This is an optimization exercise on Yosys and OpenROAD, whose aim is small area, not a production implementation. Only simulation tests tie the RTL to the original design; equivalence was not proved. Power figures rest on the tool's default switching activity, not on a simulated workload.

## rev 12
Design endeavour, start of the top module:
module endeavour
  (
   input  wire         hardrstb,
   input  wire         softrstb,
   input  wire         clk,
   input  wire [4:0]   chipid_pads,
   input  wire [19:0]  efuse_chipid,
   output wire         do_efuse_load,
   input  wire         serialin,
   output wire         serialout,
   output wire         serialout_en,
   output wire         wstrobe,
   output wire         rstrobe,
   output wire         rshift,
   output wire [7:0]   addr,
   output wire [31:0]  wdata,
   input  wire [255:0] rdata
   );
Size in the first run: roughly 96 flip-flops, ~6300 sq um of cells after synthesis.
Settings: LEC_CHECK=0, CAP_MARGIN=20, CORE_MARGIN=2, CORE_UTILIZATION=55, SLEW_MARGIN=20; clock period 10.0 ns.
standard.sh (not shown) runs the stock make flow with config.mk's settings and CLKGATE_MAP_FILE= SYNTH_SCRIPT=/design/flow/synth_recipe.tcl, a recipe that flattens the netlist after the stock synthesis.
==> flow/flow/run.sh <==
#!/bin/bash
# Layout flow: the standard flow (standard.sh), with three changes:
#  1. synthesis maps the logic with area-oriented ABC scripts
#     (flow/abc_*.script, via flow/abc_multi.tcl: each script is tried and
#     the smallest mapping is kept) instead of ORFS's speed script;
#     everything else in synthesis, including the flip-flop mapping, is the
#     standard one;
#  2. the port buffers inserted at global placement use the smallest buffer;
#  3. clock tree synthesis inserts no dummy (balancing) loads.
# Each tool's output goes to a log file in this folder and to ORFS's logs.
set -euo pipefail
W=$PWD
export ABC_SCRIPTS="$(ls "$W"/flow/abc_*.script | tr '\n' ' ')"
# synthesis script = synth_recipe.tcl, with yosys's abc command replaced
cat "$W/flow/abc_multi.tcl" "$W/synth_recipe.tcl" > "$W/area_synth.tcl"
sed "s#SYNTH_SCRIPT=[^ ]*#SYNTH_SCRIPT=$W/area_synth.tcl#" "$W/standard.sh" > "$W/area_standard.sh"
grep -q "SYNTH_SCRIPT=$W/area_synth.tcl" "$W/area_standard.sh"
export BUFFER_PORTS_ARGS="-buffer_cell sky130_fd_sc_hd__buf_1"
export CTS_ARGS="-sink_clustering_enable -repair_clock_nets -dont_use_dummy_load -buf_list sky130_fd_sc_hd__clkbuf_8"
bash "$W/area_standard.sh" > "$W/flow.log" 2>&1
Other scripts of this flow, unchanged in this note and not shown: flow/flow/abc_multi.tcl, flow/flow/abc_s7.script, flow/flow/abc_t1.script, flow/flow/abc_u2.script, flow/flow/abc_u4.script, flow/flow/abc_u6.script
Rev 12 ran to completion and came out clean on the timing, design-rule and antenna checks.
Input-level comparison between rev 13 and rev 12:
- CORE_UTILIZATION now 50, was 55
Notes after the runs:
Finished layout cell area in rev 13 is 0.47% above rev 12. Looking at overall fraction of global-route tracks in use, rev 13 sits 4.2 points below rev 12. The run showing the greater post-route worst hold slack is rev 13. Rev 13 against rev 12: met1 layer wirelength in the final routing grew by 3.5%; slew of the pin with the lowest slew margin grew by 0.021 ns; via count of the routed design shrank by 124; via density per instance shrank by about 3.5%; area overhead of the layout relative to synthesis grew by 0.60 points. Compared with rev 12, rev 13 shows a lower total power.


TR:
Another version of the RTL of endeavour (not shown whole).
Size: roughly 690 cells after synthesis, roughly 6400 sq um of cells after synthesis.
clock: 10.0 ns
lec_check: 0
cap_margin: 20
core_margin: 2
core_utilization: 50
cts_buf_list: sky130_fd_sc_hd__clkbuf_8
slew_margin: 20
==> flow/flow/run.sh <==
#!/bin/bash
# Layout flow: the standard flow (standard.sh), with two changes:
#  1. synthesis maps the logic with an area-oriented ABC script
#     (flow/area.script) instead of ORFS's speed script; everything else in
#     synthesis, including the flip-flop mapping, is the standard one;
#  2. the port buffers inserted at global placement use the smallest buffer.
# Each tool's output goes to a log file in this folder and to ORFS's logs.
set -euo pipefail
W=$PWD
# synthesis script = synth_recipe.tcl, with the ABC script swapped
{
  echo "proc abc {args} {"
  echo "  set i [lsearch \$args -script]"
  echo "  if {\$i >= 0} { lset args [expr {\$i + 1}] $W/flow/area.script }"
  echo "  yosys abc {*}\$args"
  echo "}"
  cat "$W/synth_recipe.tcl"
} > "$W/area_synth.tcl"
sed "s#SYNTH_SCRIPT=[^ ]*#SYNTH_SCRIPT=$W/area_synth.tcl#" "$W/standard.sh" > "$W/area_standard.sh"
grep -q "SYNTH_SCRIPT=$W/area_synth.tcl" "$W/area_standard.sh"
export BUFFER_PORTS_ARGS="-buffer_cell sky130_fd_sc_hd__buf_1"
bash "$W/area_standard.sh" > "$W/flow.log" 2>&1
==> flow/flow/area.script <==
&get -n
&st
&dch -f
&nf -a -p -R 100
&st
&dch -f
&nf -a -p -R 100
&st
&dch -f
&nf -a -p -R 100
&put
topo
dnsize -c
### TR -> PW
-- flow/config.mk --
<<< TR, line 11
export CTS_BUF_LIST = sky130_fd_sc_hd__clkbuf_8
>>> PW, line 11
Results
Looking at clock skew across both flows, PW is the stronger of the two, with TR trailing.
Residual antenna-violating net count after detailed routing: PW vs TR identical
Deepest level of the CTS H-tree: TR vs PW identical
Looking at first-pass detailed-route iteration total, PW sits 1 lower than TR does.
Taking TR as the reference, in PW clock group share of total power rose by 4.0 points, slew at the pin with the worst max-slew slack now sits at about the same level.


09-18:
Another version of the RTL of endeavour (not shown whole).
Size in the first run: roughly 690 cells after synthesis, roughly 330 I/O pins, about 0.0064 mm^2 of cells after synthesis.
clock: 10.0 ns
lec_check: 0
cap_margin: 0
core_margin: 2
core_utilization: 50
slew_margin: 0
==> flow/flow/run.sh <==
#!/bin/bash
# Layout flow: the standard flow (standard.sh), with three changes:
#  1. synthesis maps the logic with an area-oriented ABC script
#     (flow/area.script) instead of ORFS's speed script; everything else in
#     synthesis, including the flip-flop mapping, is the standard one;
#  2. the port buffers inserted at global placement use the smallest buffer;
#  3. clock tree synthesis inserts no dummy (balancing) loads.
# Each tool's output goes to a log file in this folder and to ORFS's logs.
set -euo pipefail
W=$PWD
# synthesis script = synth_recipe.tcl, with the ABC script swapped
{
  echo "proc abc {args} {"
  echo "  set i [lsearch \$args -script]"
  echo "  if {\$i >= 0} { lset args [expr {\$i + 1}] $W/flow/area.script }"
  echo "  yosys abc {*}\$args"
  echo "}"
  cat "$W/synth_recipe.tcl"
} > "$W/area_synth.tcl"
sed "s#SYNTH_SCRIPT=[^ ]*#SYNTH_SCRIPT=$W/area_synth.tcl#" "$W/standard.sh" > "$W/area_standard.sh"
grep -q "SYNTH_SCRIPT=$W/area_synth.tcl" "$W/area_standard.sh"
export BUFFER_PORTS_ARGS="-buffer_cell sky130_fd_sc_hd__buf_1"
export CTS_ARGS="-sink_clustering_enable -repair_clock_nets -dont_use_dummy_load -buf_list sky130_fd_sc_hd__clkbuf_8"
bash "$W/area_standard.sh" > "$W/flow.log" 2>&1
==> flow/flow/area.script <==
&get -n
&st
&dc2
&dch -f
&nf -a -p -R 100
&st
&dc2
&dch -f
&nf -a -p -R 100
&st
&dc2
&dch -f
&nf -a -p -R 100
&put
topo
dnsize -c
Input-level comparison between 12-03 and 09-18:
Settings: swapping 0 for 20 in CAP_MARGIN; swapping 0 for 20 in SLEW_MARGIN.
diff --git a/flow/flow/run.sh b/flow/flow/run.sh
--- a/flow/flow/run.sh
+++ b/flow/flow/run.sh
@@ -2 +2 @@
-# Layout flow: the standard flow (standard.sh), with three changes:
+# Layout flow: the standard flow (standard.sh), with two changes:
==> run summary <==
Final worst-path setup slack delta (12-03 − 09-18): favourable. Total power consumption of the routed design: 09-18 vs 12-03, no meaningful difference. The library cell contributing the largest single delay on the critical path comes out sky130_fd_sc_hd__and3_1 in one run and sky130_fd_sc_hd__o21ai_1 in the other, namely in 09-18 and 12-03 respectively. 12-03 and 09-18 ended up with roughly the same met2 track demand over resource in global routing. Last element of the critical path = addr[6]: 12-03; last element of the critical path = wstrobe: 09-18.


== before ==
endeavour again, from the RTL that the note above started with.
export LEC_CHECK = 0
export CAP_MARGIN = 20
export CORE_MARGIN = 2
export CORE_UTILIZATION = 50
export CTS_BUF_LIST = sky130_fd_sc_hd__clkbuf_8
export SLEW_MARGIN = 20
create_clock -name core_clock -period 10.0 [get_ports {clk}]
==> flow/flow/run.sh <==
#!/bin/bash
# Layout flow: the standard flow (standard.sh), with two changes:
#  1. synthesis maps the logic with an area-oriented ABC script
#     (flow/area.script) instead of ORFS's speed script; everything else in
#     synthesis, including the flip-flop mapping, is the standard one;
#  2. the port buffers inserted at global placement use the smallest buffer.
# Each tool's output goes to a log file in this folder and to ORFS's logs.
set -euo pipefail
W=$PWD
# synthesis script = synth_recipe.tcl, with the ABC script swapped
{
  echo "proc abc {args} {"
  echo "  set i [lsearch \$args -script]"
  echo "  if {\$i >= 0} { lset args [expr {\$i + 1}] $W/flow/area.script }"
  echo "  yosys abc {*}\$args"
  echo "}"
  cat "$W/synth_recipe.tcl"
} > "$W/area_synth.tcl"
sed "s#SYNTH_SCRIPT=[^ ]*#SYNTH_SCRIPT=$W/area_synth.tcl#" "$W/standard.sh" > "$W/area_standard.sh"
grep -q "SYNTH_SCRIPT=$W/area_synth.tcl" "$W/area_standard.sh"
export BUFFER_PORTS_ARGS="-buffer_cell sky130_fd_sc_hd__buf_1"
bash "$W/area_standard.sh" > "$W/flow.log" 2>&1
Scripts as last shown in full above: flow/flow/area.script
Setup changes, before to after
Settings: CTS_BUF_LIST: sky130_fd_sc_hd__clkbuf_8 -> unset.
diff --git a/flow/flow/run.sh b/flow/flow/run.sh
--- a/flow/flow/run.sh
+++ b/flow/flow/run.sh
@@ -2 +2 @@
-# Layout flow: the standard flow (standard.sh), with two changes:
+# Layout flow: the standard flow (standard.sh), with three changes:
@@ -6 +6,2 @@
-#  2. the port buffers inserted at global placement use the smallest buffer.
+#  2. the port buffers inserted at global placement use the smallest buffer;
+#  3. clock tree synthesis inserts no dummy (balancing) loads.
@@ -21,0 +23 @@
+export CTS_ARGS="-sink_clustering_enable -repair_clock_nets -dont_use_dummy_load -buf_list sky130_fd_sc_hd__clkbuf_8"
==> comparison <==
- Sort after and before by setup slack, descending, and before comes first.
- A capture point of the critical path of addr[6] is what after shows, while addr[3] belongs to before.
- Diff before..after | number of placed I/O pins | unchanged
- On clock insertion delay at the later pin of the skew report, after and before are basically level.
- Compared with before, in after area of all placed cells without fillers decreased by about 0.9% relative to the old numbers; final cycle utilization of the critical path increased by 0.40 points relative to the old numbers.

[what the ideal ports hide]
Ports are ideal in the flow. The routed layouts listed here were re-timed in OpenROAD.
Step 1, drivers: a clkbuf_16 drives clk and a buf_2 each remaining input, both assumed.
Step 2 adds t to the input delays and takes it off the output delays; t is the mean of the earliest and latest rising clock arrival at the registers after step 1. Input paths then give back, and output paths get back, about the clock's delay inside the block.
Three values: no drivers, after step 1, after step 2; two values: the first two.
| run | t, ns | slack for setup (ns) | worst setup path after step 2 | worst data-port slew with drivers (ns) |
|---|---|---|---|---|
| rev 12 | 0.413 | 4.981 / 4.945 / 5.358 | register to output | 0.16 |
| rev 13 | 0.400 | 4.805 / 4.769 / 5.169 | register to output | 0.11 |
| TR | 0.420 | 5.532 / 5.499 / 5.462 | input to register | 0.12 |
| PW | 0.397 | 5.582 / 5.537 / 5.463 | input to register | 0.10 |
| 09-18 | 0.393 | 4.080 / 4.045 / 4.438 | register to output | 0.17 |
| 12-03 | 0.397 | 4.289 / 4.255 / 4.652 | register to output | 0.16 |
| before | 0.406 | 4.329 / 4.293 / 4.699 | register to output | 0.16 |
| after | 0.397 | 4.289 / 4.255 / 4.652 | register to output | 0.16 |
After both steps setup and hold are still met in every run listed. For PW, which loses most, drivers alone change the setup slack by -0.045 ns; drivers and shift together by -0.119 ns.
